Context: an optimization exercise on an open-source flow, tuned for small area and a short achievable clock period. The choices shown serve that exercise and are no tape-out recipe. At most, simulation tests tie the RTL to the original design; equivalence was not proved. Power figures rest on the tool's default switching activity, not on a simulated workload.

// adc_to_vga
module adc_to_vga(clock, reset, ADC_CS_N, ADC_DIN, ADC_SCLK, ADC_DOUT, vga_R, vga_G,
vga_B, vga_clk, vga_blank, vga_sync, vga_h_sync, vga_v_sync);
export LEC_CHECK = 0
export ABC_AREA = 1
export CAP_MARGIN = 50
export CORE_MARGIN = 2
export CORE_UTILIZATION = 75
export CTS_BUF_LIST = sky130_fd_sc_hd__clkbuf_8
export CTS_CLUSTER_DIAMETER = 50
export CTS_CLUSTER_SIZE = 20
export SLEW_MARGIN = 70
create_clock -name core_clock -period 110.0 [get_ports {clock}]
standard.sh (not shown) runs the stock make flow with config.mk's settings and CLKGATE_MAP_FILE= SYNTH_SCRIPT=/design/flow/synth_recipe.tcl, a recipe that flattens the netlist after the stock synthesis.
==> flow/flow/run.sh <==
#!/bin/bash
# Standard layout; the only change is the cell used for the port buffers
# (a plain buf_2 instead of the one the resizer picks), so that the output
# and input paths are not slowed by a delay cell.
set -o pipefail
export BUFFER_PORTS_ARGS="-buffer_cell sky130_fd_sc_hd__buf_2"
bash standard.sh > standard.log 2>&1
==> next run, changes <==
- CORE_UTILIZATION: 75 -> 65
- CTS_CLUSTER_DIAMETER: 50 -> not set
- CTS_CLUSTER_SIZE: 20 -> not set
=>
- The changed run went through all stages and came out clean
- maximum frequency barely changes
- final area came out higher by 2.5%
- combinational power came out lower by about 5%
- routed wire length came out lower by 6.7%
- power came out higher by 4.2%
- utilization came out lower by 10 points
==> next run, changes <==
- CTS_CLUSTER_DIAMETER: not set -> 50
- CTS_CLUSTER_SIZE: not set -> 20
The changed run completed with no timing, DRC or antenna violations.
Worst hold slack is worse by 0.0039 ns.
Total power went down by a few percent.
Die area stays the same.
==> next run, changes <==
- CTS_BUF_LIST: sky130_fd_sc_hd__clkbuf_8 -> sky130_fd_sc_hd__clkbuf_4 sky130_fd_sc_hd__clkbuf_8
After rerunning:
- die area does not change
- clock-buffer cell count went up by 2
- wire length barely changes
- sequential cell count does not change
- non-clock buffer count does not change
- sequential power stays flat
- total power hardly moves
- via count hardly moves
- synthesized area stays the same
- cell count does not change
- core utilization hardly moves
==> next run, changes <==
- CTS_BUF_LIST: sky130_fd_sc_hd__clkbuf_4 sky130_fd_sc_hd__clkbuf_8 -> sky130_fd_sc_hd__clkbuf_8
- CTS_CLUSTER_DIAMETER: 50 -> 40
- CTS_CLUSTER_SIZE: 20 -> 15
The new run went through all stages and came out clean.
Routed wire length came out higher slightly.
Via count is about the same.
Total power came out higher slightly.
Synthesized cell count does not change.

* * *

## v6
adc_to_vga, a different RTL version from the one above (not shown whole).
Size in the first run: roughly 1,700 cells after synthesis, about 210 flip-flops, ~35 I/O pins, about 13,000 µm² of cells after synthesis.
Settings: LEC_CHECK=0, ABC_AREA=1, CAP_MARGIN=20, CORE_MARGIN=2, CORE_UTILIZATION=40, CTS_BUF_LIST=sky130_fd_sc_hd__clkbuf_2, CTS_CLUSTER_SIZE=30, SLEW_MARGIN=20; clock period 110.0 ns.
run.sh (not shown) runs the stock make flow with config.mk's settings and CLKGATE_MAP_FILE= SYNTH_SCRIPT=/design/flow/synth_recipe.tcl, a recipe that flattens the netlist after the stock synthesis.
Stock flow here: none of the scripts above is used.
Modified inputs, v7 compared to v6
- clearing CTS_CLUSTER_SIZE, which used to be 30
- swapping sky130_fd_sc_hd__clkbuf_2 for sky130_fd_sc_hd__clkbuf_4 in CTS_BUF_LIST
==> results.txt <==
- Diff v6 -> v7: number of nets in the finished design did not really move, clock-buffer cell count went up by 2.
- Portion of total power attributed to combinational logic: v7 < v6
- Number of slew-limit violations in the final report: v6 vs v7 identical
- Relative to v6, the final cell area reported for v7 is higher.
- v6 and v7 ended up with roughly the same share of the cycle needed by the critical path after routing.

* * *

Another version of the RTL of adc_to_vga (not shown whole).
Size: about 1700 cells after synthesis, roughly 220 flip-flops, about 0.012 mm^2 of cells after synthesis.
export LEC_CHECK = 0
export ABC_AREA = 1
export CAP_MARGIN = 50
export CORE_MARGIN = 2
export CORE_UTILIZATION = 65
export CTS_BUF_LIST = sky130_fd_sc_hd__clkbuf_8
export CTS_CLUSTER_DIAMETER = 50
export CTS_CLUSTER_SIZE = 20
export SLEW_MARGIN = 70
create_clock -name core_clock -period 110.0 [get_ports {clock}]
standard.sh (not shown) runs the stock make flow with config.mk's settings and CLKGATE_MAP_FILE= SYNTH_SCRIPT=/design/flow/synth_recipe.tcl, a recipe that flattens the netlist after the stock synthesis.
Scripts as last shown in full above: flow/flow/run.sh
Then changed:
- CORE_UTILIZATION: 65 -> 40
- CTS_CLUSTER_DIAMETER: 50 -> unset
- CTS_CLUSTER_SIZE: 20 -> unset
Outcome: The changed run passed the timing, DRC and antenna checks. Wire length rises by 3.0%. First-iteration DRC count decreases by 24%. Setup slack gets better by 0.055 ns. Count of clock-buffer cells in the layout increases by 29. Design area went up by 4.0%. Core utilization fell by 26 points. Fmax stays flat. Total power is higher by 6.2%. Sequential power stays flat. Die area went up by 61%.
Then changed:
- CORE_UTILIZATION: 40 -> 80
- CTS_CLUSTER_DIAMETER: unset -> 50
- CTS_CLUSTER_SIZE: unset -> 20
=>
- setup slack loses 0.027 ns
- non-clock buffer count shrinks by 2
- clock skew shrinks by 0.0088 ns
Then changed:
- CORE_UTILIZATION: 80 -> 40
Clock-buffer cell count went up by 5; synthesized area stays the same; synthesized cell count does not change; register-to-register slack improved by 0.18 ns; power hardly moves; routed wire length went down by about 11%; first-iteration DRC count went down by about 57%; die area went up by about 100%; hold slack is about the same.

* * *

Another version of the RTL of adc_to_vga (not shown whole).
Size in the first run: about 1800 cells after synthesis, roughly 210 flip-flops.
clock: 110.0 ns
lec_check: 0
abc_area: 1
cap_margin: 20
core_margin: 2
core_utilization: 40
slew_margin: 20
==> flow/flow/run.sh <==
#!/bin/bash
# Standard layout; the only change is the cell used for the port buffers
# (a plain buf_4 instead of the one the resizer picks), so that the output
# and input paths are not slowed by a delay cell.
set -o pipefail
export BUFFER_PORTS_ARGS="-buffer_cell sky130_fd_sc_hd__buf_4"
bash standard.sh > standard.log 2>&1
The starting point went through all stages and came out clean.
Edit:
==> flow/run.sh (new file) <==
#!/bin/bash
# synth_recipe.tcl (not shown) runs the flow's synth.tcl, then flattens the netlist and writes it again
# the make line also repeats each setting of config.mk as NAME=value (left out here)
make -C /OpenROAD-flow-scripts/flow DESIGN_CONFIG=/design/flow/config.mk WORK_HOME=/design/flow/orfs CLKGATE_MAP_FILE= SYNTH_SCRIPT=/design/flow/synth_recipe.tcl finish
removed: flow/flow/run.sh
removed: flow/standard.sh
Outcome:
- The changed run finished with timing, DRC and antenna clean
- global-route usage is lower by 0.27 points
- sequential share of layout area is about the same
- power goes down by a few percent
- clock power goes down by a little under a tenth
Edit:
CAP_MARGIN = 50   (was 20)
SLEW_MARGIN = 70   (was 20)
Outcome: Synthesized area is unchanged. Clock power increases by 8.1%. Global-route usage fell by 0.17 points. Die area is unchanged.
Edit:
==> flow/flow/run.sh (new file) <==
#!/bin/bash
# Standard layout; the only change is the cell used for the port buffers
# (a plain buf_8 instead of the one the resizer picks), so that the output
# and input paths are not slowed by a delay cell.
set -o pipefail
export BUFFER_PORTS_ARGS="-buffer_cell sky130_fd_sc_hd__buf_8"
bash standard.sh > standard.log 2>&1
==> flow/standard.sh (new file) <==
#!/bin/bash
# synth_recipe.tcl (not shown) runs the flow's synth.tcl, then flattens the netlist and writes it again
# the make line also repeats each setting of config.mk as NAME=value (left out here)
make -C /OpenROAD-flow-scripts/flow DESIGN_CONFIG=/design/flow/config.mk WORK_HOME=/design/flow/orfs CLKGATE_MAP_FILE= SYNTH_SCRIPT=/design/flow/synth_recipe.tcl "${@:-finish}"
CAP_MARGIN = 20   (was 50)
SLEW_MARGIN = 20   (was 70)
removed: flow/run.sh
Effect:
- count of clock-buffer cells in the layout is lower by 5
- first-iteration DRC count is higher by 13%
- final area is higher by 0.53%
- die area stays the same
- global-route usage is higher by 0.19 points
- routed wire length is higher by 0.62%
- synthesized cell count stays the same
- clock skew hardly moves
- hold slack gains 0.023 ns
Function was not checked in any run of this note: the RTL went through the layout flow alone.

* * *

## rev 12
adc_to_vga, a different RTL version from the one above (not shown whole).
Size: about 220 flip-flops, about 35 I/O pins, ~13000 um^2 of cells after synthesis.
Design adc_to_vga, start of the top module:
module adc_to_vga(clock, reset, ADC_CS_N, ADC_DIN, ADC_SCLK, ADC_DOUT, vga_R, vga_G,
vga_B, vga_clk, vga_blank, vga_sync, vga_h_sync, vga_v_sync);
Settings: LEC_CHECK=0, ABC_AREA=1, CAP_MARGIN=50, CORE_MARGIN=2, CORE_UTILIZATION=40, SLEW_MARGIN=70; clock period 110.0 ns.
==> flow/flow/run.sh <==
#!/bin/bash
# Standard layout; the only change is the cell used for the port buffers
# (a plain buf_2 instead of the one the resizer picks), so that the output
# and input paths are not slowed by a delay cell.
set -o pipefail
export BUFFER_PORTS_ARGS="-buffer_cell sky130_fd_sc_hd__buf_2"
bash standard.sh > standard.log 2>&1
#### Input delta (rev 13 over rev 12)
Settings: SLEW_MARGIN now 20, was 70; CAP_MARGIN now 20, was 50.
==> flow/run.sh (new file) <==
#!/bin/bash
# synth_recipe.tcl (not shown) runs the flow's synth.tcl, then flattens the netlist and writes it again
# the make line also repeats each setting of config.mk as NAME=value (left out here)
make -C /OpenROAD-flow-scripts/flow DESIGN_CONFIG=/design/flow/config.mk WORK_HOME=/design/flow/orfs CLKGATE_MAP_FILE= SYNTH_SCRIPT=/design/flow/synth_recipe.tcl finish
removed: flow/flow/run.sh
removed: flow/standard.sh
[summary]
- Rev 13 has completed all stages; timing, DRC and antenna checks passed.
- Via count of the routed design: rev 13 > rev 12
- Looking at worst setup slack before clock tree synthesis across both flows, rev 13 is the weaker of the two, with rev 12 ahead.
- Summary of rev 13 over rev 12: number of flip-flops and latches in the synthesized netlist stayed essentially flat; wire length stayed essentially flat.
- Going from rev 12 to rev 13, worst vdd rail ir drop grows by 7.1%.
- A last element of the critical path of vga_R[3] is what rev 12 shows, while system_3.Q[14]$_SDFFE_PP0P_ belongs to rev 13.
- Re internal cell power: rev 13 is 1.3% down on rev 12.

[what the ideal ports hide]
No port has a modelled driver above. Below, the same layouts with a new extraction and two added sets of constraints.
Step 1: set_driving_cell puts a clkbuf_16 on clock and a buf_2 on each other input, an assumption about the parent block.
Step 2 adds t to the input delays and takes it off the output delays; t is the mean of the earliest and latest rising clock arrival at the registers after step 1. Input paths then give back, and output paths get back, about the clock's delay inside the block.
Three values: ideal ports, drivers, drivers and shift; two values: the first two.
| run | shift t [ns] | slack for setup (ns) | hold slack, ns | worst register clock-pin slew, ns |
|---|---|---|---|---|
| the first run of note 1 | 0.599 | 86.779 / 86.738 / 86.582 | 0.420 / 0.420 / 0.420 | 0.12 / 0.12 |
| the second run of note 1 | 0.570 | 86.779 / 86.735 / 86.441 | 0.418 / 0.418 / 0.418 | 0.06 / 0.06 |
| the third run of note 1 | 0.609 | 86.758 / 86.715 / 86.445 | 0.414 / 0.414 / 0.414 | 0.11 / 0.11 |
| the fourth run of note 1 | 0.609 | 86.755 / 86.713 / 86.456 | 0.413 / 0.413 / 0.413 | 0.11 / 0.11 |
| the fifth run of note 1 | 0.618 | 86.721 / 86.680 / 86.460 | 0.419 / 0.419 / 0.419 | 0.08 / 0.08 |
| v6 | 0.865 | 86.080 / 86.035 / 86.288 | 0.415 / 0.415 / 0.415 | 0.12 / 0.12 |
| v7 | 0.711 | 86.233 / 86.190 / 86.299 | 0.408 / 0.408 / 0.408 | 0.08 / 0.08 |
| the first run of note 3 | 0.603 | 86.782 / 86.742 / 86.337 | 0.401 / 0.401 / 0.401 | 0.11 / 0.11 |
| the second run of note 3 | 0.575 | 86.837 / 86.797 / 86.859 | 0.405 / 0.405 / 0.405 | 0.07 / 0.07 |
| the third run of note 3 | 0.573 | 86.810 / 86.768 / 86.563 | 0.409 / 0.409 / 0.409 | 0.11 / 0.11 |
| the fourth run of note 3 | 0.621 | 86.805 / 86.764 / 86.873 | 0.410 / 0.410 / 0.410 | 0.10 / 0.10 |
| the first run of note 4 | 0.559 | 86.404 / 86.431 / 85.872 | 0.405 / 0.405 / 0.405 | 0.06 / 0.06 |
| the second run of note 4 | 0.560 | 86.323 / 86.274 / 85.992 | 0.417 / 0.417 / 0.417 | 0.07 / 0.07 |
| the third run of note 4 | 0.562 | 86.361 / 86.311 / 86.749 | 0.415 / 0.415 / 0.415 | 0.06 / 0.06 |
| the fourth run of note 4 | 0.567 | 86.526 / 86.478 / 86.145 | 0.438 / 0.438 / 0.438 | 0.06 / 0.06 |
| rev 12 | 0.569 | 86.850 / 86.800 / 86.570 | 0.401 / 0.401 / 0.401 | 0.06 / 0.06 |
| rev 13 | 0.569 | 86.346 / 86.354 / 85.806 | 0.405 / 0.405 / 0.405 | 0.06 / 0.06 |
After both steps every run listed still meets setup and hold. The setup slack of rev 13, which loses most, moves by +0.008 ns with the drivers and by -0.540 ns with both steps.
